Source: an optimization exercise on an open RTL-to-GDS flow (aim: small area and a short achievable clock period). Production flows keep margins and buffers that such runs may drop. In this exercise RTL edits were held to simulation tests only and were not proved equivalent to the original. Power is estimated from default activity; no workload was simulated.

==> flow/design.v, too long to show whole: its modules and the start of the top module <==
// module rv32i_sc: 139 lines
// module rf_read: 16 lines
// module rf_red: 15 lines
// module agu_unit: 417 lines
// module g_inv: 3 lines
// module g_nand2: 3 lines
// module g_nor2: 3 lines
// module g_xor2: 3 lines
// module g_nand3: 3 lines
// module g_nor3: 3 lines
// module g_nand4: 3 lines
// module g_aoi21: 3 lines
// module g_oai21: 3 lines
// module g_mux2i: 3 lines
// module alu_add: 463 lines
// module g_xnor2: 3 lines
// module g_maj3n: 3 lines
// module rf_aoi222: 6 lines
module rv32i_sc (
	input  logic        clk, rst_n,
	output logic [31:0] imem_addr,
	input  logic [31:0] imem_rdata,
	output logic [31:0] dmem_addr,
	output logic [31:0] dmem_wdata,
	output logic        dmem_we,
	input  logic [31:0] dmem_rdata,
	input  logic        SW_Src,
	input  logic [7:0]  io,
	output logic [31:0] out_read
);
  // ...
==> flow/flow/run.sh <==
#!/bin/bash
# The standard ORFS layout (the standard.sh) with two changes: timing
# repair aims for 7 ns of setup slack, and ports are buffered with buf_2.
# make's output goes to standard.log here; ORFS keeps each step's log under orfs/logs.
set -euo pipefail
bash standard.sh SETUP_SLACK_MARGIN=7 "BUFFER_PORTS_ARGS=-buffer_cell sky130_fd_sc_hd__buf_2" finish > standard.log 2>&1
==> flow/standard.sh <==
#!/bin/bash
# synth_recipe.tcl (not shown) runs the flow's synth.tcl, then flattens the netlist and writes it again
# the make line also repeats each setting of config.mk as NAME=value (left out here)
make -C /OpenROAD-flow-scripts/flow DESIGN_CONFIG=/design/flow/config.mk WORK_HOME=/design/flow/orfs CLKGATE_MAP_FILE= SYNTH_SCRIPT=/design/flow/synth_recipe.tcl "${@:-finish}"
==> flow/config.mk <==
export PLATFORM = sky130hd
export DESIGN_NAME = rv32i_sc
export DESIGN_NICKNAME = rv32i_sc
export VERILOG_FILES = /design/flow/design.v
export SDC_FILE = /design/flow/constraint.sdc
export NUM_CORES = 4
export LEC_CHECK = 0
export CAP_MARGIN = 20
export CORE_MARGIN = 2
export CORE_UTILIZATION = 55
export CTS_BUF_LIST = sky130_fd_sc_hd__clkbuf_8
export SLEW_MARGIN = 20
export SYNTH_HIERARCHICAL = 1
==> flow/constraint.sdc <==
create_clock -name core_clock -period 18.0 [get_ports {clk}]
set_input_delay 3.6000 -clock core_clock [delete_from_list [all_inputs] [get_ports {clk}]]
set_output_delay 3.6000 -clock core_clock [all_outputs]
set_load 0.01 [all_outputs]
==> impl_results.md, run 1 <==
- Root Driver: clkbuf_8
- FF+latch area: 32100 um^2
- Min-delay src: valid[17]
- Slew @ Worst Pin: 1.35 ns
- Drt pass-1 iters: 15
- Share of the yosys chip area belonging to registers: 0.558
- Clock buffer count: 178
- Dpl hpwl: roughly 170 mm
- Sequential share of power: 0.407
- Multi-input logic area: between 20000 and 30000 um^2
- Top flop regs: regs (992), out_read (32)
- Tapcells: around 1400
- Crit path depth: 26
- Final Instance Area: between 60000 and 70000 um^2
- Total power: just under 8 mW
- WHS: just under 0.5 ns
- Critical Path Max Stage Delay: approximately 1.0 ns
- Post-DP Area: about 62000 um^2
- Status: finished clean
- Layout cells sized above 1: 0.236
- Metal2 WL: roughly 110 mm
- NumNets Final: 5496
- CP endpoint kind: flop
- Critical-path maximum fanout: 32
- Multi-Input Combinational: 3344
- Share of synthesized area spent on multiplexers: 0.0382
- Synth Area in Compound Gates: 0.210
==> module rv32i_sc, before the edit <==
module rv32i_sc (
	input  logic        clk, rst_n,
	output logic [31:0] imem_addr,
	input  logic [31:0] imem_rdata,
	output logic [31:0] dmem_addr,
	output logic [31:0] dmem_wdata,
	output logic        dmem_we,
	input  logic [31:0] dmem_rdata,
	input  logic        SW_Src,
	input  logic [7:0]  io,
	output logic [31:0] out_read
);
logic [31:0] ins;
assign ins = imem_rdata;
logic [4:0] rs1, rs2, rd;
logic [2:0] f3;
assign rs1 = ins[19:15];
assign rs2 = ins[24:20];
assign rd  = ins[11:7];
assign f3  = ins[14:12];
logic b6, b5, b4, b3, b2;
assign {b6, b5, b4, b3, b2} = ins[6:2];
logic is_store, is_load, is_branch, is_jal, is_jalr, is_op;
assign is_store  = ~b6 &  b5 & ~b4;
assign is_load   = ~b6 & ~b5 & ~b4;
assign is_branch =  b6 & ~b2;
assign is_jal    =  b6 &  b2 &  b3;
assign is_jalr   =  b6 &  b2 & ~b3;
assign is_op     = ~b6 &  b5 &  b4 & ~b2;
logic reg_we;
assign reg_we = ~(is_store | is_branch);
logic [31:0] imm_i, imm_b, imm_j, imm_u, imm_agu, imm_pc;
assign imm_i   = {{20{ins[31]}}, ins[31:20]};
assign imm_b   = {{20{ins[31]}}, ins[7], ins[30:25], ins[11:8], 1'b0};
assign imm_j   = {{12{ins[31]}}, ins[19:12], ins[20], ins[30:21], 1'b0};
assign imm_u   = {ins[31:12], 12'h000};
assign imm_agu = {imm_i[31:5], (~b6 & b5) ? ins[11:7] : ins[24:20]};
assign imm_pc  = ~b6 ? imm_u : (b2 ? imm_j : imm_b);
logic [31:0] pc;
logic [31:1][31:0] regs;
logic [31:1] valid;
logic [31:0] wd;
logic [31:1] wsel, sel1, sel2;
always_ff @(posedge clk or negedge rst_n)
	if (~rst_n) valid <= '0;
	else        valid <= valid | wsel;
genvar gi;
generate
	for (gi = 1; gi < 32; gi++) begin : g_rf
		assign wsel[gi] = reg_we & (rd == gi);
		assign sel1[gi] = valid[gi] & (rs1 == gi);
		assign sel2[gi] = valid[gi] & (rs2 == gi);
		always_ff @(posedge clk)
			if (wsel[gi]) regs[gi] <= wd;
	end
endgenerate
logic [31:0] rd1, rd2;
logic [31:0][10:0] n1, n2;
rf_read   rp1 (.sel(sel1), .regs(regs), .n(n1));
rf_read   rp2 (.sel(sel2), .regs(regs), .n(n2));
logic [31:0] rd2_n, rda_n;
rf_red    rr2 (.n(n2), .q_n(rd2_n));
rf_red    rra (.n(n1), .q_n(rda_n));       
assign rd2 = ~rd2_n;
logic [31:0] agu;
logic [31:0] rd1_n, agu_n;
agu_unit u_agu (.n(n1), .imm_n(~imm_agu), .sw_src(SW_Src), .io_n(~io), .rd1_n(rd1_n), .sum_n(agu_n), .addr(dmem_addr));
assign rd1 = ~rd1_n;
assign agu = ~agu_n;
assign dmem_we    = is_store;
assign dmem_wdata = f3[1] ? rd2 : (f3[0] ? {{16{rd2[15]}}, rd2[15:0]} : {{24{rd2[7]}}, rd2[7:0]});
logic [31:0] opb;
logic        sub;
assign opb = (b5 & ~b2) ? rd2 : imm_i;         
assign sub = b6 | (~f3[2] & (f3[1] | (b5 & ins[30])));
logic [32:0] diff;
alu_add u_add (.a_n(rda_n), .bn(~(opb ^ {32{sub}})), .cin(sub), .sum(diff[31:0]), .cout(diff[32]));
logic ltu, lt, eq;
assign ltu = ~diff[32];
assign lt  = (rd1[31] ^ opb[31]) ? rd1[31] : diff[31];
assign eq  = (rd1 == opb);
logic [31:0] sh_in, sh_r, sh_out;
logic        fill;
logic [4:0]  shamt;
logic [31:0] t1, t2, t4, t8;
assign shamt = opb[4:0];
always_comb
	for (int i = 0; i < 32; i++) sh_in[i] = f3[2] ? rd1[i] : rd1[31 - i];
assign fill = ins[30] & f3[2] & sh_in[31];
assign t1   = shamt[0] ? {fill, sh_in[31:1]} : sh_in;
assign t2   = shamt[1] ? {{2{fill}}, t1[31:2]} : t1;
assign t4   = shamt[2] ? {{4{fill}}, t2[31:4]} : t2;
assign t8   = shamt[3] ? {{8{fill}}, t4[31:8]} : t4;
assign sh_r = shamt[4] ? {{16{fill}}, t8[31:16]} : t8;
always_comb
	for (int i = 0; i < 32; i++) sh_out[i] = f3[2] ? sh_r[i] : sh_r[31 - i];
logic [31:0] alu;
always_comb
	case (f3)
		3'b000: alu = diff[31:0];
		3'b001: alu = sh_out;
		3'b010: alu = {31'b0, lt};
		3'b011: alu = {31'b0, ltu};
		3'b100: alu = rd1 ^ opb;
		3'b101: alu = sh_out;
		3'b110: alu = rd1 | opb;
		default: alu = rd1 & opb;
	endcase
logic [31:0] pc4, pct;
assign pc4 = {pc[31:2] + 30'd1, pc[1:0]};
assign pct = pc + imm_pc;
logic taken;
assign taken = ((f3[2] ? (f3[1] ? ltu : lt) : eq) ^ f3[0]);
logic [31:0] pc_next;
always_comb
	if (is_jalr)                          pc_next = {agu[31:1], 1'b0};
	else if (is_jal | (is_branch & taken)) pc_next = pct;
	else                                   pc_next = pc4;
always_ff @(posedge clk or negedge rst_n)
	if (~rst_n) pc <= '0;
	else        pc <= pc_next;
assign imem_addr = pc;
logic [31:0] ld;
always_comb
	case (f3[1:0])
		2'b00:   ld = {{24{dmem_rdata[7] & ~f3[2]}}, dmem_rdata[7:0]};
		2'b01:   ld = {{16{dmem_rdata[15] & ~f3[2]}}, dmem_rdata[15:0]};
		default: ld = dmem_rdata;
	endcase
always_comb
	if (b6)            wd = pc4;
	else if (~b4)      wd = ld;
	else if (~b2)      wd = alu;
	else if (~b5)      wd = pct;
	else               wd = imm_u;
always_ff @(posedge clk or negedge rst_n)
	if (~rst_n)      out_read <= '0;
	else if (SW_Src) out_read <= dmem_rdata;
endmodule
==> module agu_unit, before the edit <==
module agu_unit (
	input  logic [31:0][10:0] n,       
	input  logic [31:0]       imm_n,   
	input  logic              sw_src,
	input  logic [7:0]        io_n,    
	output logic [31:0]       rd1_n,   
	output logic [31:0]       sum_n,   
	output logic [31:0]       addr
);
logic [31:0][2:0] m;
genvar b;
generate
	for (b = 0; b < 32; b++) begin : g_rd
		g_nand4 u0 (.a(n[b][0]), .b(n[b][1]), .c(n[b][2]),  .d(n[b][3]), .y(m[b][0]));
		g_nand4 u1 (.a(n[b][4]), .b(n[b][5]), .c(n[b][6]),  .d(n[b][7]), .y(m[b][1]));
		g_nand3 u2 (.a(n[b][8]), .b(n[b][9]), .c(n[b][10]), .y(m[b][2]));
		g_nor3  u3 (.a(m[b][0]), .b(m[b][1]), .c(m[b][2]), .y(rd1_n[b]));
	end
endgenerate
logic [31:0] g0, p0, x;
generate
	for (b = 0; b < 32; b++) begin : g_l0
		g_nor2  ug (.a(rd1_n[b]), .b(imm_n[b]), .y(g0[b]));
		g_nand2 up (.a(rd1_n[b]), .b(imm_n[b]), .y(p0[b]));
		g_xor2  ux (.a(rd1_n[b]), .b(imm_n[b]), .y(x[b]));
	end
endgenerate
logic [31:0] g1, p1;
g_inv   u_g1_0 (.a(g0[0]), .y(g1[0]));
assign p1[0] = 1'b0;
g_aoi21 u_g1_1 (.a(p0[1]), .b(g0[0]), .c(g0[1]), .y(g1[1]));
assign p1[1] = 1'b0;
g_aoi21 u_g1_2 (.a(p0[2]), .b(g0[1]), .c(g0[2]), .y(g1[2]));
g_nand2 u_p1_2 (.a(p0[2]), .b(p0[1]), .y(p1[2]));
g_aoi21 u_g1_3 (.a(p0[3]), .b(g0[2]), .c(g0[3]), .y(g1[3]));
g_nand2 u_p1_3 (.a(p0[3]), .b(p0[2]), .y(p1[3]));
g_aoi21 u_g1_4 (.a(p0[4]), .b(g0[3]), .c(g0[4]), .y(g1[4]));
g_nand2 u_p1_4 (.a(p0[4]), .b(p0[3]), .y(p1[4]));
g_aoi21 u_g1_5 (.a(p0[5]), .b(g0[4]), .c(g0[5]), .y(g1[5]));
g_nand2 u_p1_5 (.a(p0[5]), .b(p0[4]), .y(p1[5]));
g_aoi21 u_g1_6 (.a(p0[6]), .b(g0[5]), .c(g0[6]), .y(g1[6]));
g_nand2 u_p1_6 (.a(p0[6]), .b(p0[5]), .y(p1[6]));
g_aoi21 u_g1_7 (.a(p0[7]), .b(g0[6]), .c(g0[7]), .y(g1[7]));
g_nand2 u_p1_7 (.a(p0[7]), .b(p0[6]), .y(p1[7]));
g_aoi21 u_g1_8 (.a(p0[8]), .b(g0[7]), .c(g0[8]), .y(g1[8]));
g_nand2 u_p1_8 (.a(p0[8]), .b(p0[7]), .y(p1[8]));
g_aoi21 u_g1_9 (.a(p0[9]), .b(g0[8]), .c(g0[9]), .y(g1[9]));
g_nand2 u_p1_9 (.a(p0[9]), .b(p0[8]), .y(p1[9]));
g_aoi21 u_g1_10 (.a(p0[10]), .b(g0[9]), .c(g0[10]), .y(g1[10]));
g_nand2 u_p1_10 (.a(p0[10]), .b(p0[9]), .y(p1[10]));
g_aoi21 u_g1_11 (.a(p0[11]), .b(g0[10]), .c(g0[11]), .y(g1[11]));
g_nand2 u_p1_11 (.a(p0[11]), .b(p0[10]), .y(p1[11]));
g_aoi21 u_g1_12 (.a(p0[12]), .b(g0[11]), .c(g0[12]), .y(g1[12]));
g_nand2 u_p1_12 (.a(p0[12]), .b(p0[11]), .y(p1[12]));
g_aoi21 u_g1_13 (.a(p0[13]), .b(g0[12]), .c(g0[13]), .y(g1[13]));
g_nand2 u_p1_13 (.a(p0[13]), .b(p0[12]), .y(p1[13]));
g_aoi21 u_g1_14 (.a(p0[14]), .b(g0[13]), .c(g0[14]), .y(g1[14]));
g_nand2 u_p1_14 (.a(p0[14]), .b(p0[13]), .y(p1[14]));
g_aoi21 u_g1_15 (.a(p0[15]), .b(g0[14]), .c(g0[15]), .y(g1[15]));
g_nand2 u_p1_15 (.a(p0[15]), .b(p0[14]), .y(p1[15]));
g_aoi21 u_g1_16 (.a(p0[16]), .b(g0[15]), .c(g0[16]), .y(g1[16]));
g_nand2 u_p1_16 (.a(p0[16]), .b(p0[15]), .y(p1[16]));
g_aoi21 u_g1_17 (.a(p0[17]), .b(g0[16]), .c(g0[17]), .y(g1[17]));
g_nand2 u_p1_17 (.a(p0[17]), .b(p0[16]), .y(p1[17]));
g_aoi21 u_g1_18 (.a(p0[18]), .b(g0[17]), .c(g0[18]), .y(g1[18]));
g_nand2 u_p1_18 (.a(p0[18]), .b(p0[17]), .y(p1[18]));
g_aoi21 u_g1_19 (.a(p0[19]), .b(g0[18]), .c(g0[19]), .y(g1[19]));
g_nand2 u_p1_19 (.a(p0[19]), .b(p0[18]), .y(p1[19]));
g_aoi21 u_g1_20 (.a(p0[20]), .b(g0[19]), .c(g0[20]), .y(g1[20]));
g_nand2 u_p1_20 (.a(p0[20]), .b(p0[19]), .y(p1[20]));
g_aoi21 u_g1_21 (.a(p0[21]), .b(g0[20]), .c(g0[21]), .y(g1[21]));
g_nand2 u_p1_21 (.a(p0[21]), .b(p0[20]), .y(p1[21]));
g_aoi21 u_g1_22 (.a(p0[22]), .b(g0[21]), .c(g0[22]), .y(g1[22]));
g_nand2 u_p1_22 (.a(p0[22]), .b(p0[21]), .y(p1[22]));
g_aoi21 u_g1_23 (.a(p0[23]), .b(g0[22]), .c(g0[23]), .y(g1[23]));
g_nand2 u_p1_23 (.a(p0[23]), .b(p0[22]), .y(p1[23]));
g_aoi21 u_g1_24 (.a(p0[24]), .b(g0[23]), .c(g0[24]), .y(g1[24]));
g_nand2 u_p1_24 (.a(p0[24]), .b(p0[23]), .y(p1[24]));
g_aoi21 u_g1_25 (.a(p0[25]), .b(g0[24]), .c(g0[25]), .y(g1[25]));
g_nand2 u_p1_25 (.a(p0[25]), .b(p0[24]), .y(p1[25]));
g_aoi21 u_g1_26 (.a(p0[26]), .b(g0[25]), .c(g0[26]), .y(g1[26]));
g_nand2 u_p1_26 (.a(p0[26]), .b(p0[25]), .y(p1[26]));
g_aoi21 u_g1_27 (.a(p0[27]), .b(g0[26]), .c(g0[27]), .y(g1[27]));
g_nand2 u_p1_27 (.a(p0[27]), .b(p0[26]), .y(p1[27]));
g_aoi21 u_g1_28 (.a(p0[28]), .b(g0[27]), .c(g0[28]), .y(g1[28]));
g_nand2 u_p1_28 (.a(p0[28]), .b(p0[27]), .y(p1[28]));
g_aoi21 u_g1_29 (.a(p0[29]), .b(g0[28]), .c(g0[29]), .y(g1[29]));
g_nand2 u_p1_29 (.a(p0[29]), .b(p0[28]), .y(p1[29]));
g_aoi21 u_g1_30 (.a(p0[30]), .b(g0[29]), .c(g0[30]), .y(g1[30]));
g_nand2 u_p1_30 (.a(p0[30]), .b(p0[29]), .y(p1[30]));
g_aoi21 u_g1_31 (.a(p0[31]), .b(g0[30]), .c(g0[31]), .y(g1[31]));
g_nand2 u_p1_31 (.a(p0[31]), .b(p0[30]), .y(p1[31]));
logic [31:0] g2, p2;
g_inv   u_g2_0 (.a(g1[0]), .y(g2[0]));
assign p2[0] = 1'b0;
g_inv   u_g2_1 (.a(g1[1]), .y(g2[1]));
assign p2[1] = 1'b0;
g_oai21 u_g2_2 (.a(p1[2]), .b(g1[0]), .c(g1[2]), .y(g2[2]));
assign p2[2] = 1'b0;
g_oai21 u_g2_3 (.a(p1[3]), .b(g1[1]), .c(g1[3]), .y(g2[3]));
assign p2[3] = 1'b0;
g_oai21 u_g2_4 (.a(p1[4]), .b(g1[2]), .c(g1[4]), .y(g2[4]));
g_nor2  u_p2_4 (.a(p1[4]), .b(p1[2]), .y(p2[4]));
g_oai21 u_g2_5 (.a(p1[5]), .b(g1[3]), .c(g1[5]), .y(g2[5]));
g_nor2  u_p2_5 (.a(p1[5]), .b(p1[3]), .y(p2[5]));
g_oai21 u_g2_6 (.a(p1[6]), .b(g1[4]), .c(g1[6]), .y(g2[6]));
g_nor2  u_p2_6 (.a(p1[6]), .b(p1[4]), .y(p2[6]));
g_oai21 u_g2_7 (.a(p1[7]), .b(g1[5]), .c(g1[7]), .y(g2[7]));
g_nor2  u_p2_7 (.a(p1[7]), .b(p1[5]), .y(p2[7]));
g_oai21 u_g2_8 (.a(p1[8]), .b(g1[6]), .c(g1[8]), .y(g2[8]));
g_nor2  u_p2_8 (.a(p1[8]), .b(p1[6]), .y(p2[8]));
g_oai21 u_g2_9 (.a(p1[9]), .b(g1[7]), .c(g1[9]), .y(g2[9]));
g_nor2  u_p2_9 (.a(p1[9]), .b(p1[7]), .y(p2[9]));
g_oai21 u_g2_10 (.a(p1[10]), .b(g1[8]), .c(g1[10]), .y(g2[10]));
g_nor2  u_p2_10 (.a(p1[10]), .b(p1[8]), .y(p2[10]));
g_oai21 u_g2_11 (.a(p1[11]), .b(g1[9]), .c(g1[11]), .y(g2[11]));
g_nor2  u_p2_11 (.a(p1[11]), .b(p1[9]), .y(p2[11]));
g_oai21 u_g2_12 (.a(p1[12]), .b(g1[10]), .c(g1[12]), .y(g2[12]));
g_nor2  u_p2_12 (.a(p1[12]), .b(p1[10]), .y(p2[12]));
g_oai21 u_g2_13 (.a(p1[13]), .b(g1[11]), .c(g1[13]), .y(g2[13]));
g_nor2  u_p2_13 (.a(p1[13]), .b(p1[11]), .y(p2[13]));
g_oai21 u_g2_14 (.a(p1[14]), .b(g1[12]), .c(g1[14]), .y(g2[14]));
g_nor2  u_p2_14 (.a(p1[14]), .b(p1[12]), .y(p2[14]));
g_oai21 u_g2_15 (.a(p1[15]), .b(g1[13]), .c(g1[15]), .y(g2[15]));
g_nor2  u_p2_15 (.a(p1[15]), .b(p1[13]), .y(p2[15]));
g_oai21 u_g2_16 (.a(p1[16]), .b(g1[14]), .c(g1[16]), .y(g2[16]));
g_nor2  u_p2_16 (.a(p1[16]), .b(p1[14]), .y(p2[16]));
g_oai21 u_g2_17 (.a(p1[17]), .b(g1[15]), .c(g1[17]), .y(g2[17]));
g_nor2  u_p2_17 (.a(p1[17]), .b(p1[15]), .y(p2[17]));
g_oai21 u_g2_18 (.a(p1[18]), .b(g1[16]), .c(g1[18]), .y(g2[18]));
g_nor2  u_p2_18 (.a(p1[18]), .b(p1[16]), .y(p2[18]));
g_oai21 u_g2_19 (.a(p1[19]), .b(g1[17]), .c(g1[19]), .y(g2[19]));
g_nor2  u_p2_19 (.a(p1[19]), .b(p1[17]), .y(p2[19]));
g_oai21 u_g2_20 (.a(p1[20]), .b(g1[18]), .c(g1[20]), .y(g2[20]));
g_nor2  u_p2_20 (.a(p1[20]), .b(p1[18]), .y(p2[20]));
g_oai21 u_g2_21 (.a(p1[21]), .b(g1[19]), .c(g1[21]), .y(g2[21]));
g_nor2  u_p2_21 (.a(p1[21]), .b(p1[19]), .y(p2[21]));
g_oai21 u_g2_22 (.a(p1[22]), .b(g1[20]), .c(g1[22]), .y(g2[22]));
g_nor2  u_p2_22 (.a(p1[22]), .b(p1[20]), .y(p2[22]));
g_oai21 u_g2_23 (.a(p1[23]), .b(g1[21]), .c(g1[23]), .y(g2[23]));
g_nor2  u_p2_23 (.a(p1[23]), .b(p1[21]), .y(p2[23]));
g_oai21 u_g2_24 (.a(p1[24]), .b(g1[22]), .c(g1[24]), .y(g2[24]));
g_nor2  u_p2_24 (.a(p1[24]), .b(p1[22]), .y(p2[24]));
g_oai21 u_g2_25 (.a(p1[25]), .b(g1[23]), .c(g1[25]), .y(g2[25]));
g_nor2  u_p2_25 (.a(p1[25]), .b(p1[23]), .y(p2[25]));
g_oai21 u_g2_26 (.a(p1[26]), .b(g1[24]), .c(g1[26]), .y(g2[26]));
g_nor2  u_p2_26 (.a(p1[26]), .b(p1[24]), .y(p2[26]));
g_oai21 u_g2_27 (.a(p1[27]), .b(g1[25]), .c(g1[27]), .y(g2[27]));
g_nor2  u_p2_27 (.a(p1[27]), .b(p1[25]), .y(p2[27]));
g_oai21 u_g2_28 (.a(p1[28]), .b(g1[26]), .c(g1[28]), .y(g2[28]));
g_nor2  u_p2_28 (.a(p1[28]), .b(p1[26]), .y(p2[28]));
g_oai21 u_g2_29 (.a(p1[29]), .b(g1[27]), .c(g1[29]), .y(g2[29]));
g_nor2  u_p2_29 (.a(p1[29]), .b(p1[27]), .y(p2[29]));
g_oai21 u_g2_30 (.a(p1[30]), .b(g1[28]), .c(g1[30]), .y(g2[30]));
g_nor2  u_p2_30 (.a(p1[30]), .b(p1[28]), .y(p2[30]));
g_oai21 u_g2_31 (.a(p1[31]), .b(g1[29]), .c(g1[31]), .y(g2[31]));
g_nor2  u_p2_31 (.a(p1[31]), .b(p1[29]), .y(p2[31]));
logic [31:0] g3, p3;
g_inv   u_g3_0 (.a(g2[0]), .y(g3[0]));
assign p3[0] = 1'b0;
g_inv   u_g3_1 (.a(g2[1]), .y(g3[1]));
assign p3[1] = 1'b0;
g_inv   u_g3_2 (.a(g2[2]), .y(g3[2]));
assign p3[2] = 1'b0;
g_inv   u_g3_3 (.a(g2[3]), .y(g3[3]));
assign p3[3] = 1'b0;
g_aoi21 u_g3_4 (.a(p2[4]), .b(g2[0]), .c(g2[4]), .y(g3[4]));
assign p3[4] = 1'b0;
g_aoi21 u_g3_5 (.a(p2[5]), .b(g2[1]), .c(g2[5]), .y(g3[5]));
assign p3[5] = 1'b0;
g_aoi21 u_g3_6 (.a(p2[6]), .b(g2[2]), .c(g2[6]), .y(g3[6]));
assign p3[6] = 1'b0;
g_aoi21 u_g3_7 (.a(p2[7]), .b(g2[3]), .c(g2[7]), .y(g3[7]));
assign p3[7] = 1'b0;
g_aoi21 u_g3_8 (.a(p2[8]), .b(g2[4]), .c(g2[8]), .y(g3[8]));
g_nand2 u_p3_8 (.a(p2[8]), .b(p2[4]), .y(p3[8]));
g_aoi21 u_g3_9 (.a(p2[9]), .b(g2[5]), .c(g2[9]), .y(g3[9]));
g_nand2 u_p3_9 (.a(p2[9]), .b(p2[5]), .y(p3[9]));
g_aoi21 u_g3_10 (.a(p2[10]), .b(g2[6]), .c(g2[10]), .y(g3[10]));
g_nand2 u_p3_10 (.a(p2[10]), .b(p2[6]), .y(p3[10]));
g_aoi21 u_g3_11 (.a(p2[11]), .b(g2[7]), .c(g2[11]), .y(g3[11]));
g_nand2 u_p3_11 (.a(p2[11]), .b(p2[7]), .y(p3[11]));
g_aoi21 u_g3_12 (.a(p2[12]), .b(g2[8]), .c(g2[12]), .y(g3[12]));
g_nand2 u_p3_12 (.a(p2[12]), .b(p2[8]), .y(p3[12]));
g_aoi21 u_g3_13 (.a(p2[13]), .b(g2[9]), .c(g2[13]), .y(g3[13]));
g_nand2 u_p3_13 (.a(p2[13]), .b(p2[9]), .y(p3[13]));
g_aoi21 u_g3_14 (.a(p2[14]), .b(g2[10]), .c(g2[14]), .y(g3[14]));
g_nand2 u_p3_14 (.a(p2[14]), .b(p2[10]), .y(p3[14]));
g_aoi21 u_g3_15 (.a(p2[15]), .b(g2[11]), .c(g2[15]), .y(g3[15]));
g_nand2 u_p3_15 (.a(p2[15]), .b(p2[11]), .y(p3[15]));
g_aoi21 u_g3_16 (.a(p2[16]), .b(g2[12]), .c(g2[16]), .y(g3[16]));
g_nand2 u_p3_16 (.a(p2[16]), .b(p2[12]), .y(p3[16]));
g_aoi21 u_g3_17 (.a(p2[17]), .b(g2[13]), .c(g2[17]), .y(g3[17]));
g_nand2 u_p3_17 (.a(p2[17]), .b(p2[13]), .y(p3[17]));
g_aoi21 u_g3_18 (.a(p2[18]), .b(g2[14]), .c(g2[18]), .y(g3[18]));
g_nand2 u_p3_18 (.a(p2[18]), .b(p2[14]), .y(p3[18]));
g_aoi21 u_g3_19 (.a(p2[19]), .b(g2[15]), .c(g2[19]), .y(g3[19]));
g_nand2 u_p3_19 (.a(p2[19]), .b(p2[15]), .y(p3[19]));
g_aoi21 u_g3_20 (.a(p2[20]), .b(g2[16]), .c(g2[20]), .y(g3[20]));
g_nand2 u_p3_20 (.a(p2[20]), .b(p2[16]), .y(p3[20]));
g_aoi21 u_g3_21 (.a(p2[21]), .b(g2[17]), .c(g2[21]), .y(g3[21]));
g_nand2 u_p3_21 (.a(p2[21]), .b(p2[17]), .y(p3[21]));
g_aoi21 u_g3_22 (.a(p2[22]), .b(g2[18]), .c(g2[22]), .y(g3[22]));
g_nand2 u_p3_22 (.a(p2[22]), .b(p2[18]), .y(p3[22]));
g_aoi21 u_g3_23 (.a(p2[23]), .b(g2[19]), .c(g2[23]), .y(g3[23]));
g_nand2 u_p3_23 (.a(p2[23]), .b(p2[19]), .y(p3[23]));
g_aoi21 u_g3_24 (.a(p2[24]), .b(g2[20]), .c(g2[24]), .y(g3[24]));
g_nand2 u_p3_24 (.a(p2[24]), .b(p2[20]), .y(p3[24]));
g_aoi21 u_g3_25 (.a(p2[25]), .b(g2[21]), .c(g2[25]), .y(g3[25]));
g_nand2 u_p3_25 (.a(p2[25]), .b(p2[21]), .y(p3[25]));
g_aoi21 u_g3_26 (.a(p2[26]), .b(g2[22]), .c(g2[26]), .y(g3[26]));
g_nand2 u_p3_26 (.a(p2[26]), .b(p2[22]), .y(p3[26]));
g_aoi21 u_g3_27 (.a(p2[27]), .b(g2[23]), .c(g2[27]), .y(g3[27]));
g_nand2 u_p3_27 (.a(p2[27]), .b(p2[23]), .y(p3[27]));
g_aoi21 u_g3_28 (.a(p2[28]), .b(g2[24]), .c(g2[28]), .y(g3[28]));
g_nand2 u_p3_28 (.a(p2[28]), .b(p2[24]), .y(p3[28]));
g_aoi21 u_g3_29 (.a(p2[29]), .b(g2[25]), .c(g2[29]), .y(g3[29]));
g_nand2 u_p3_29 (.a(p2[29]), .b(p2[25]), .y(p3[29]));
g_aoi21 u_g3_30 (.a(p2[30]), .b(g2[26]), .c(g2[30]), .y(g3[30]));
g_nand2 u_p3_30 (.a(p2[30]), .b(p2[26]), .y(p3[30]));
g_aoi21 u_g3_31 (.a(p2[31]), .b(g2[27]), .c(g2[31]), .y(g3[31]));
g_nand2 u_p3_31 (.a(p2[31]), .b(p2[27]), .y(p3[31]));
logic [31:0] g4, p4;
g_inv   u_g4_0 (.a(g3[0]), .y(g4[0]));
assign p4[0] = 1'b0;
g_inv   u_g4_1 (.a(g3[1]), .y(g4[1]));
assign p4[1] = 1'b0;
g_inv   u_g4_2 (.a(g3[2]), .y(g4[2]));
assign p4[2] = 1'b0;
g_inv   u_g4_3 (.a(g3[3]), .y(g4[3]));
assign p4[3] = 1'b0;
g_inv   u_g4_4 (.a(g3[4]), .y(g4[4]));
assign p4[4] = 1'b0;
g_inv   u_g4_5 (.a(g3[5]), .y(g4[5]));
assign p4[5] = 1'b0;
g_inv   u_g4_6 (.a(g3[6]), .y(g4[6]));
assign p4[6] = 1'b0;
g_inv   u_g4_7 (.a(g3[7]), .y(g4[7]));
assign p4[7] = 1'b0;
g_oai21 u_g4_8 (.a(p3[8]), .b(g3[0]), .c(g3[8]), .y(g4[8]));
assign p4[8] = 1'b0;
g_oai21 u_g4_9 (.a(p3[9]), .b(g3[1]), .c(g3[9]), .y(g4[9]));
assign p4[9] = 1'b0;
g_oai21 u_g4_10 (.a(p3[10]), .b(g3[2]), .c(g3[10]), .y(g4[10]));
assign p4[10] = 1'b0;
g_oai21 u_g4_11 (.a(p3[11]), .b(g3[3]), .c(g3[11]), .y(g4[11]));
assign p4[11] = 1'b0;
g_oai21 u_g4_12 (.a(p3[12]), .b(g3[4]), .c(g3[12]), .y(g4[12]));
assign p4[12] = 1'b0;
g_oai21 u_g4_13 (.a(p3[13]), .b(g3[5]), .c(g3[13]), .y(g4[13]));
assign p4[13] = 1'b0;
g_oai21 u_g4_14 (.a(p3[14]), .b(g3[6]), .c(g3[14]), .y(g4[14]));
assign p4[14] = 1'b0;
g_oai21 u_g4_15 (.a(p3[15]), .b(g3[7]), .c(g3[15]), .y(g4[15]));
assign p4[15] = 1'b0;
g_oai21 u_g4_16 (.a(p3[16]), .b(g3[8]), .c(g3[16]), .y(g4[16]));
g_nor2  u_p4_16 (.a(p3[16]), .b(p3[8]), .y(p4[16]));
g_oai21 u_g4_17 (.a(p3[17]), .b(g3[9]), .c(g3[17]), .y(g4[17]));
g_nor2  u_p4_17 (.a(p3[17]), .b(p3[9]), .y(p4[17]));
g_oai21 u_g4_18 (.a(p3[18]), .b(g3[10]), .c(g3[18]), .y(g4[18]));
g_nor2  u_p4_18 (.a(p3[18]), .b(p3[10]), .y(p4[18]));
g_oai21 u_g4_19 (.a(p3[19]), .b(g3[11]), .c(g3[19]), .y(g4[19]));
g_nor2  u_p4_19 (.a(p3[19]), .b(p3[11]), .y(p4[19]));
g_oai21 u_g4_20 (.a(p3[20]), .b(g3[12]), .c(g3[20]), .y(g4[20]));
g_nor2  u_p4_20 (.a(p3[20]), .b(p3[12]), .y(p4[20]));
g_oai21 u_g4_21 (.a(p3[21]), .b(g3[13]), .c(g3[21]), .y(g4[21]));
g_nor2  u_p4_21 (.a(p3[21]), .b(p3[13]), .y(p4[21]));
g_oai21 u_g4_22 (.a(p3[22]), .b(g3[14]), .c(g3[22]), .y(g4[22]));
g_nor2  u_p4_22 (.a(p3[22]), .b(p3[14]), .y(p4[22]));
g_oai21 u_g4_23 (.a(p3[23]), .b(g3[15]), .c(g3[23]), .y(g4[23]));
g_nor2  u_p4_23 (.a(p3[23]), .b(p3[15]), .y(p4[23]));
g_oai21 u_g4_24 (.a(p3[24]), .b(g3[16]), .c(g3[24]), .y(g4[24]));
g_nor2  u_p4_24 (.a(p3[24]), .b(p3[16]), .y(p4[24]));
g_oai21 u_g4_25 (.a(p3[25]), .b(g3[17]), .c(g3[25]), .y(g4[25]));
g_nor2  u_p4_25 (.a(p3[25]), .b(p3[17]), .y(p4[25]));
g_oai21 u_g4_26 (.a(p3[26]), .b(g3[18]), .c(g3[26]), .y(g4[26]));
g_nor2  u_p4_26 (.a(p3[26]), .b(p3[18]), .y(p4[26]));
g_oai21 u_g4_27 (.a(p3[27]), .b(g3[19]), .c(g3[27]), .y(g4[27]));
g_nor2  u_p4_27 (.a(p3[27]), .b(p3[19]), .y(p4[27]));
g_oai21 u_g4_28 (.a(p3[28]), .b(g3[20]), .c(g3[28]), .y(g4[28]));
g_nor2  u_p4_28 (.a(p3[28]), .b(p3[20]), .y(p4[28]));
g_oai21 u_g4_29 (.a(p3[29]), .b(g3[21]), .c(g3[29]), .y(g4[29]));
g_nor2  u_p4_29 (.a(p3[29]), .b(p3[21]), .y(p4[29]));
g_oai21 u_g4_30 (.a(p3[30]), .b(g3[22]), .c(g3[30]), .y(g4[30]));
g_nor2  u_p4_30 (.a(p3[30]), .b(p3[22]), .y(p4[30]));
g_oai21 u_g4_31 (.a(p3[31]), .b(g3[23]), .c(g3[31]), .y(g4[31]));
g_nor2  u_p4_31 (.a(p3[31]), .b(p3[23]), .y(p4[31]));
logic [31:0] g5, p5;
g_inv   u_g5_0 (.a(g4[0]), .y(g5[0]));
assign p5[0] = 1'b0;
g_inv   u_g5_1 (.a(g4[1]), .y(g5[1]));
assign p5[1] = 1'b0;
g_inv   u_g5_2 (.a(g4[2]), .y(g5[2]));
assign p5[2] = 1'b0;
g_inv   u_g5_3 (.a(g4[3]), .y(g5[3]));
assign p5[3] = 1'b0;
g_inv   u_g5_4 (.a(g4[4]), .y(g5[4]));
assign p5[4] = 1'b0;
g_inv   u_g5_5 (.a(g4[5]), .y(g5[5]));
assign p5[5] = 1'b0;
g_inv   u_g5_6 (.a(g4[6]), .y(g5[6]));
assign p5[6] = 1'b0;
g_inv   u_g5_7 (.a(g4[7]), .y(g5[7]));
assign p5[7] = 1'b0;
g_inv   u_g5_8 (.a(g4[8]), .y(g5[8]));
assign p5[8] = 1'b0;
g_inv   u_g5_9 (.a(g4[9]), .y(g5[9]));
assign p5[9] = 1'b0;
g_inv   u_g5_10 (.a(g4[10]), .y(g5[10]));
assign p5[10] = 1'b0;
g_inv   u_g5_11 (.a(g4[11]), .y(g5[11]));
assign p5[11] = 1'b0;
g_inv   u_g5_12 (.a(g4[12]), .y(g5[12]));
assign p5[12] = 1'b0;
g_inv   u_g5_13 (.a(g4[13]), .y(g5[13]));
assign p5[13] = 1'b0;
g_inv   u_g5_14 (.a(g4[14]), .y(g5[14]));
assign p5[14] = 1'b0;
g_inv   u_g5_15 (.a(g4[15]), .y(g5[15]));
assign p5[15] = 1'b0;
g_aoi21 u_g5_16 (.a(p4[16]), .b(g4[0]), .c(g4[16]), .y(g5[16]));
assign p5[16] = 1'b0;
g_aoi21 u_g5_17 (.a(p4[17]), .b(g4[1]), .c(g4[17]), .y(g5[17]));
assign p5[17] = 1'b0;
g_aoi21 u_g5_18 (.a(p4[18]), .b(g4[2]), .c(g4[18]), .y(g5[18]));
assign p5[18] = 1'b0;
g_aoi21 u_g5_19 (.a(p4[19]), .b(g4[3]), .c(g4[19]), .y(g5[19]));
assign p5[19] = 1'b0;
g_aoi21 u_g5_20 (.a(p4[20]), .b(g4[4]), .c(g4[20]), .y(g5[20]));
assign p5[20] = 1'b0;
g_aoi21 u_g5_21 (.a(p4[21]), .b(g4[5]), .c(g4[21]), .y(g5[21]));
assign p5[21] = 1'b0;
g_aoi21 u_g5_22 (.a(p4[22]), .b(g4[6]), .c(g4[22]), .y(g5[22]));
assign p5[22] = 1'b0;
g_aoi21 u_g5_23 (.a(p4[23]), .b(g4[7]), .c(g4[23]), .y(g5[23]));
assign p5[23] = 1'b0;
g_aoi21 u_g5_24 (.a(p4[24]), .b(g4[8]), .c(g4[24]), .y(g5[24]));
assign p5[24] = 1'b0;
g_aoi21 u_g5_25 (.a(p4[25]), .b(g4[9]), .c(g4[25]), .y(g5[25]));
assign p5[25] = 1'b0;
g_aoi21 u_g5_26 (.a(p4[26]), .b(g4[10]), .c(g4[26]), .y(g5[26]));
assign p5[26] = 1'b0;
g_aoi21 u_g5_27 (.a(p4[27]), .b(g4[11]), .c(g4[27]), .y(g5[27]));
assign p5[27] = 1'b0;
g_aoi21 u_g5_28 (.a(p4[28]), .b(g4[12]), .c(g4[28]), .y(g5[28]));
assign p5[28] = 1'b0;
g_aoi21 u_g5_29 (.a(p4[29]), .b(g4[13]), .c(g4[29]), .y(g5[29]));
assign p5[29] = 1'b0;
g_aoi21 u_g5_30 (.a(p4[30]), .b(g4[14]), .c(g4[30]), .y(g5[30]));
assign p5[30] = 1'b0;
g_aoi21 u_g5_31 (.a(p4[31]), .b(g4[15]), .c(g4[31]), .y(g5[31]));
assign p5[31] = 1'b0;
g_inv u_s0 (.a(x[0]), .y(sum_n[0]));
g_xor2 u_s1 (.a(x[1]), .b(g5[0]), .y(sum_n[1]));
g_xor2 u_s2 (.a(x[2]), .b(g5[1]), .y(sum_n[2]));
g_xor2 u_s3 (.a(x[3]), .b(g5[2]), .y(sum_n[3]));
g_xor2 u_s4 (.a(x[4]), .b(g5[3]), .y(sum_n[4]));
g_xor2 u_s5 (.a(x[5]), .b(g5[4]), .y(sum_n[5]));
g_xor2 u_s6 (.a(x[6]), .b(g5[5]), .y(sum_n[6]));
g_xor2 u_s7 (.a(x[7]), .b(g5[6]), .y(sum_n[7]));
g_xor2 u_s8 (.a(x[8]), .b(g5[7]), .y(sum_n[8]));
g_xor2 u_s9 (.a(x[9]), .b(g5[8]), .y(sum_n[9]));
g_xor2 u_s10 (.a(x[10]), .b(g5[9]), .y(sum_n[10]));
g_xor2 u_s11 (.a(x[11]), .b(g5[10]), .y(sum_n[11]));
g_xor2 u_s12 (.a(x[12]), .b(g5[11]), .y(sum_n[12]));
g_xor2 u_s13 (.a(x[13]), .b(g5[12]), .y(sum_n[13]));
g_xor2 u_s14 (.a(x[14]), .b(g5[13]), .y(sum_n[14]));
g_xor2 u_s15 (.a(x[15]), .b(g5[14]), .y(sum_n[15]));
g_xor2 u_s16 (.a(x[16]), .b(g5[15]), .y(sum_n[16]));
g_xor2 u_s17 (.a(x[17]), .b(g5[16]), .y(sum_n[17]));
g_xor2 u_s18 (.a(x[18]), .b(g5[17]), .y(sum_n[18]));
g_xor2 u_s19 (.a(x[19]), .b(g5[18]), .y(sum_n[19]));
g_xor2 u_s20 (.a(x[20]), .b(g5[19]), .y(sum_n[20]));
g_xor2 u_s21 (.a(x[21]), .b(g5[20]), .y(sum_n[21]));
g_xor2 u_s22 (.a(x[22]), .b(g5[21]), .y(sum_n[22]));
g_xor2 u_s23 (.a(x[23]), .b(g5[22]), .y(sum_n[23]));
g_xor2 u_s24 (.a(x[24]), .b(g5[23]), .y(sum_n[24]));
g_xor2 u_s25 (.a(x[25]), .b(g5[24]), .y(sum_n[25]));
g_xor2 u_s26 (.a(x[26]), .b(g5[25]), .y(sum_n[26]));
g_xor2 u_s27 (.a(x[27]), .b(g5[26]), .y(sum_n[27]));
g_xor2 u_s28 (.a(x[28]), .b(g5[27]), .y(sum_n[28]));
g_xor2 u_s29 (.a(x[29]), .b(g5[28]), .y(sum_n[29]));
g_xor2 u_s30 (.a(x[30]), .b(g5[29]), .y(sum_n[30]));
g_xor2 u_s31 (.a(x[31]), .b(g5[30]), .y(sum_n[31]));
g_mux2i u_a0 (.a0(sum_n[0]), .a1(io_n[0]), .s(sw_src), .y(addr[0]));
g_mux2i u_a1 (.a0(sum_n[1]), .a1(io_n[1]), .s(sw_src), .y(addr[1]));
g_mux2i u_a2 (.a0(sum_n[2]), .a1(io_n[2]), .s(sw_src), .y(addr[2]));
g_mux2i u_a3 (.a0(sum_n[3]), .a1(io_n[3]), .s(sw_src), .y(addr[3]));
g_mux2i u_a4 (.a0(sum_n[4]), .a1(io_n[4]), .s(sw_src), .y(addr[4]));
g_mux2i u_a5 (.a0(sum_n[5]), .a1(io_n[5]), .s(sw_src), .y(addr[5]));
g_mux2i u_a6 (.a0(sum_n[6]), .a1(io_n[6]), .s(sw_src), .y(addr[6]));
g_mux2i u_a7 (.a0(sum_n[7]), .a1(io_n[7]), .s(sw_src), .y(addr[7]));
g_nor2  u_a8 (.a(sum_n[8]), .b(sw_src), .y(addr[8]));
g_nor2  u_a9 (.a(sum_n[9]), .b(sw_src), .y(addr[9]));
g_nor2  u_a10 (.a(sum_n[10]), .b(sw_src), .y(addr[10]));
g_nor2  u_a11 (.a(sum_n[11]), .b(sw_src), .y(addr[11]));
g_nor2  u_a12 (.a(sum_n[12]), .b(sw_src), .y(addr[12]));
g_nor2  u_a13 (.a(sum_n[13]), .b(sw_src), .y(addr[13]));
g_nor2  u_a14 (.a(sum_n[14]), .b(sw_src), .y(addr[14]));
g_nor2  u_a15 (.a(sum_n[15]), .b(sw_src), .y(addr[15]));
g_nor2  u_a16 (.a(sum_n[16]), .b(sw_src), .y(addr[16]));
g_nor2  u_a17 (.a(sum_n[17]), .b(sw_src), .y(addr[17]));
g_nor2  u_a18 (.a(sum_n[18]), .b(sw_src), .y(addr[18]));
g_nor2  u_a19 (.a(sum_n[19]), .b(sw_src), .y(addr[19]));
g_nor2  u_a20 (.a(sum_n[20]), .b(sw_src), .y(addr[20]));
g_nor2  u_a21 (.a(sum_n[21]), .b(sw_src), .y(addr[21]));
g_nor2  u_a22 (.a(sum_n[22]), .b(sw_src), .y(addr[22]));
g_nor2  u_a23 (.a(sum_n[23]), .b(sw_src), .y(addr[23]));
g_nor2  u_a24 (.a(sum_n[24]), .b(sw_src), .y(addr[24]));
g_nor2  u_a25 (.a(sum_n[25]), .b(sw_src), .y(addr[25]));
g_nor2  u_a26 (.a(sum_n[26]), .b(sw_src), .y(addr[26]));
g_nor2  u_a27 (.a(sum_n[27]), .b(sw_src), .y(addr[27]));
g_nor2  u_a28 (.a(sum_n[28]), .b(sw_src), .y(addr[28]));
g_nor2  u_a29 (.a(sum_n[29]), .b(sw_src), .y(addr[29]));
g_nor2  u_a30 (.a(sum_n[30]), .b(sw_src), .y(addr[30]));
g_nor2  u_a31 (.a(sum_n[31]), .b(sw_src), .y(addr[31]));
endmodule
==> run 2, diff against run 1 <==
--- a/flow/design.v
+++ b/flow/design.v
@@ -48,12 +48,12 @@
 generate
 	for (gi = 1; gi < 32; gi++) begin : g_rf
 		assign wsel[gi] = reg_we & (rd == gi);
-		assign sel1[gi] = valid[gi] & (rs1 == gi);
-		assign sel2[gi] = valid[gi] & (rs2 == gi);
 		always_ff @(posedge clk)
 			if (wsel[gi]) regs[gi] <= wd;
 	end
 endgenerate
+rf_dec d1 (.a(rs1), .valid(valid), .sel(sel1));
+rf_dec d2 (.a(rs2), .valid(valid), .sel(sel2));
 logic [31:0] rd1, rd2;
 logic [31:0][10:0] n1, n2;
 rf_read   rp1 (.sel(sel1), .regs(regs), .n(n1));
@@ -61,11 +61,11 @@
 logic [31:0] rd2_n, rda_n;
 rf_red    rr2 (.n(n2), .q_n(rd2_n));
 rf_red    rra (.n(n1), .q_n(rda_n));       
+assign rd1 = ~rda_n;
 assign rd2 = ~rd2_n;
 logic [31:0] agu;
-logic [31:0] rd1_n, agu_n;
-agu_unit u_agu (.n(n1), .imm_n(~imm_agu), .sw_src(SW_Src), .io_n(~io), .rd1_n(rd1_n), .sum_n(agu_n), .addr(dmem_addr));
-assign rd1 = ~rd1_n;
+logic [31:0] agu_n;
+agu_unit u_agu (.n(n1), .imm_n(~imm_agu), .sw_src(SW_Src), .io_n(~io), .sum_n(agu_n), .addr(dmem_addr));
 assign agu = ~agu_n;
 assign dmem_we    = is_store;
 assign dmem_wdata = f3[1] ? rd2 : (f3[0] ? {{16{rd2[15]}}, rd2[15:0]} : {{24{rd2[7]}}, rd2[7:0]});
@@ -153,6 +153,32 @@
 	end
 endgenerate
 endmodule
+module rf_dec (
+	input  logic [4:0]  a,
+	input  logic [31:1] valid,
+	output logic [31:1] sel
+);
+logic [4:0] an;
+logic [7:0] lo_n;
+logic [3:0] hi_n;
+genvar i;
+generate
+	for (i = 0; i < 5; i++) begin : g_an
+		g_inv u (.a(a[i]), .y(an[i]));
+	end
+	for (i = 0; i < 8; i++) begin : g_lo
+		g_nand3 u (.a(i[0] ? a[0] : an[0]), .b(i[1] ? a[1] : an[1]), .c(i[2] ? a[2] : an[2]), .y(lo_n[i]));
+	end
+	for (i = 0; i < 4; i++) begin : g_hi
+		g_nand2 u (.a(i[0] ? a[3] : an[3]), .b(i[1] ? a[4] : an[4]), .y(hi_n[i]));
+	end
+	for (i = 1; i < 32; i++) begin : g_sel
+		logic vn;
+		g_inv  uv (.a(valid[i]), .y(vn));
+		g_nor3 u  (.a(lo_n[i % 8]), .b(hi_n[i / 8]), .c(vn), .y(sel[i]));
+	end
+endgenerate
+endmodule
 module rf_red (
 	input  logic [31:0][10:0] n,
 	output logic [31:0]       q_n
@@ -173,11 +199,11 @@
 	input  logic [31:0]       imm_n,   
 	input  logic              sw_src,
 	input  logic [7:0]        io_n,    
-	output logic [31:0]       rd1_n,   
 	output logic [31:0]       sum_n,   
 	output logic [31:0]       addr
 );
 logic [31:0][2:0] m;
+logic [31:0]      rd1_n;   
 genvar b;
 generate
 	for (b = 0; b < 32; b++) begin : g_rd
--- a/flow/config.mk
+++ b/flow/config.mk
@@ -8,6 +8,8 @@
 export CAP_MARGIN = 20
 export CORE_MARGIN = 2
 export CORE_UTILIZATION = 55
-export CTS_BUF_LIST = sky130_fd_sc_hd__clkbuf_8
+export CTS_BUF_LIST = sky130_fd_sc_hd__clkbuf_16
+export CTS_CLUSTER_DIAMETER = 120
+export CTS_CLUSTER_SIZE = 24
 export SLEW_MARGIN = 20
 export SYNTH_HIERARCHICAL = 1
==> impl_results.md, run 2 <==
- Critical path data required time: about 14 ns
- Syn-to-layout area delta: 14.5%
- Post-DP Area: 62400 um^2 (+1.3%)
- Drt pass-1 iters: 13 (-2)
- NumNets Final: 5392 (-1.9%)
- Starting Density: 0.553
- Critical-path maximum fanout: 8 (-75%)
- TritonCTS clock tree: yes
- Critical path arrival: about 7.5 ns
- Setup slack, reg-to-reg: around 11 ns
- Routed len/inst: a little under 40 um
- WHS: 0.503 ns (+0.0212 ns)
- Synth cell count leaders: 992 x edfxtp_1, 643 x a222oi_1, 370 x nand2_1, 324 x nor2_1, 236 x inv_1
- Total global routing track utilization: 0.467
- Syn Area/Cell: around 12 um^2
- Final TNS setup: 0 ns
- Root Driver: clkbuf_16
- # DRC: 0
- CP endpoint kind: output pin
- Max Freq: around 90 MHz
- CP Launch Point: imem_rdata[16]
- First-pass GRT wire length: roughly 350 mm
- Num CTS Buffers: 53
- Share of the yosys chip area belonging to registers: 0.555 (-0.00297)
- Post-synth EDFFs: approximately 1000
- Biggest register: regs
- Total power: 7.05 mW (-8.5%)
- Core ar.: between 100000 and 150000 um^2
- Reg-to-reg endpoint: regs[27]
- Fin. Hold Viols: 0
- Async set-or-reset flop fraction in the synthesized netlist: 0.0866
- Cell taking the most area after synthesis: edfxtp_1
- Critical Path Max Stage Delay: 0.63 ns (-0.39 ns)
- R2R depth: 17
- Buf/Inv on CP: 6
- Warning count from the yosys run: 7
- RR Startpoint: valid[16]
- Die area: around 110000 um^2
- Max cap viols: 0
- # H-tree levels: 2
- Initial antenna violation count: 11
- Total gr overflow: 0
- Crit path depth: 19 (-27%)
- Starting DRT DRC Count: between 10000 and 15000
- Tmin final: between 10 and 15 ns
- Crit path to: dmem_addr[18]
- Critical Path Slowest Stage Cell: nand4_1
- WS Path Type: in2out
- Fin. max-slew vios: 0
- Vias in the first global route: ~46000
- Layout Utilization: 0.633
- Number of flip-flops in the largest register: roughly 990
- Critical Path Source Type: input pin
- Chip width: between 300 and 400 um
- Final setup violation count: 0
- Min-delay worst type: reg2reg
- Net Count, Synth: approximately 4900
- Post-synthesis register bit count: 1086
- Worst VDD drop: 0.0947 mV
- Most common cell after layout, fill and taps aside: edfxtp_1
- Antenna-violating nets left: 0
- Via-per-instance ratio: a little under 8
- Total clock sinks: 1086
- Top flop regs: regs (992), out_read (32)
- Cts hold-fix bufs: 0
- Layout cells sized above 1: 0.221 (-0.0147)
- Status: finished clean
- Final cycle utilization of the critical path: 0.619
- Largest cells by area after synthesis: edfxtp_1 51%, a222oi_1 11%, dfrtp_1 4.1%
- PortBufs: 200
- Post-placement cell count: around 6400
- Pre-CTS setup slack: about 5.8 ns
- Slew @ Worst Pin: 1.16 ns (-0.188 ns)
- Most frequent cell after synthesis: edfxtp_1
- Dpl hpwl: 170 mm (-2.3%)
- Num rows: between 100 and 150
- Prevailing post-synth register cell: edfxtp_1
- Slew margin rel.: 0.220
- Top-area cell type share of the netlist area: 0.514
- Top delay family on crit path: simple AND/OR/NAND/NOR gates
- Final Skew: approximately 0.038 ns
- Pleak: about 24 nW
- Finished Layout Cells: between 6000 and 7000
- Largest net degree at the start of global routing: 72
- Most frequent cells in the layout: 992 x edfxtp_1, 643 x a222oi_1, 359 x nand2_1, 294 x nor2_1, 264 x buf_4
- Power Density: 106 nW/um^2
- RSZ-0062 raised after global routing: yes
- Cell mode on critical path: a21oi_2
- Synth Instances: between 4000 and 5000
- Post-route setup slack: roughly 6.9 ns
- Clock transition at path regs: approximately 0.11 ns
- Fillers: 8304
- Die Height: about 330 um
- Post-Syn Area: slightly below 60000 um^2
- CP Cell Sequence: buf_12 -> clkinvlp_4 -> nand3_4 -> nor3_4 -> buf_12 -> a222oi_1 -> nand4_1 -> nor3_4 -> buf_6 -> nand2_1 -> a21oi_2 -> buf_4 -> o21ai_2 -> a21oi_2 -> o21ai_1 -> a21oi_2 -> xor2_2 -> nor2_1 -> buf_2
- Io pins: a little over 200
- Clk Latency, worst-skew pair: a little over 0.7 ns
- Final Instance Area: 66400 um^2 (-1.0%)
- GP Congestion: between 1 and 1.5
- WHS Path Cells: 1
- Vias: about 51000
- Post-Route WL: roughly 260 mm
- Longest Clk Path Bufs: 3
- Netlist cell types: 85
run 2: cell types whose count changed after synthesis, sizes merged, moves of 16 or more:
cell / change
nor2: -17
nor3: +58
a21oi: +21
inv: +71
nand2: -16
and3: -55
nand3: +18
run 2: worst min-delay path by stage:
stage,start,to
floorplan,valid[10],valid[10]
global placement,valid[29],valid[29]
detailed placement,valid[22],valid[22]
CTS,valid[22],valid[22]
global route,valid[23],valid[23]
finish,valid[22],valid[22]
run 2: kinds of logic (layout without fill, tap and decap cells):
kind of cell    after synthesis  after routing  share of synthesized area
compound gates             1496           1496                      0.208
simple gates               1340           1340                      0.122
flops                      1086           1086                      0.555
buf+inv                     365            832                     0.0248
xor+xnor                    218            218                     0.0329
mux                         173            173                     0.0371
fa+ha+maj                    95             95                     0.0206
other cells                   1             10                  0.0000647
run 2: Yosys stat by module (local to each module, per instance), a selection:
module	cells inside	area (um^2)	flip-flops and latches	copies in the design
g_xor2	1	8.76	0	96
g_nand4	1	6.26	0	192
rf_aoi222	1	10.0	0	640
g_nor2	1	3.75	0	172
g_maj3n	3	18.8	0	1
g_oai21	1	5.00	0	106
g_mux2i	1	10.0	0	8
g_inv	1	3.75	0	136
g_nand3	1	5.00	0	112
g_nor3	1	10.0	0	158
g_aoi21	1	8.76	0	147
g_nand2	1	3.75	0	239
g_xnor2	1	8.76	0	31
rv32i_sc	2734	43100	1086	1
run 2: metal layers:
layer,global-route usage,vias up,wire length (um)
met3,0.127,995,38500
met1,0.568,24900,83500
met4,0.385,4,27400
met2,0.699,4555,112000
li1,-,20800,-
met5,0,-,34
run 2: cell type report:
class                   count  area [um^2]  share of cell area
diodes                      9         22.5            0.000339
clock buffers              53         1330              0.0200
clock inverters            20          194             0.00292
inverters                 240          916              0.0138
multi-input cells        3323        26000               0.392
flip-flops and latches   1086        32100               0.484
well taps                1391         1740              0.0262
repair buffers            519         4020              0.0606
run 2: power by group:
group	internal [mW]	switching, mW
registers	3.02	0.112
clock network	0.559	0.816
logic	0.774	1.77
run 2: timing repair:
action	4_1_cts	5_1_grt
resized for setup	98	120
endpoints found under the setup margin	47	60
setup buffers	60	64
gates cloned	0	7
pin swaps	59	148

what the ideal ports hide:
How much do the figures lean on ideal ports? The routed layouts below were timed once more, with nothing changed but the port constraints. Step 1: set_driving_cell puts a clkbuf_16 on clk and a buf_2 on each other input, an assumption about the parent block. Step 2 also shifts input and output timing later by t, the mid clock arrival at the registers, as if the neighbouring blocks saw the same clock. Slacks: no drivers / after step 1 / after step 2; pairs: no drivers / after step 1.
run	t (ns)	slack for setup (ns)	worst setup path after step 2	worst register clock-pin slew, ns	cell pins on the clock port's net
run 1	0.972	6.832 / 6.808 / 5.898	input to register	0.08 / 0.08	1
run 2	0.775	6.857 / 6.763 / 6.382	input to register	0.11 / 0.11	1
After both steps setup and hold are still met in every run listed. The setup slack of run 1, which loses most, moves by -0.024 ns with the drivers and by -0.934 ns with both steps.
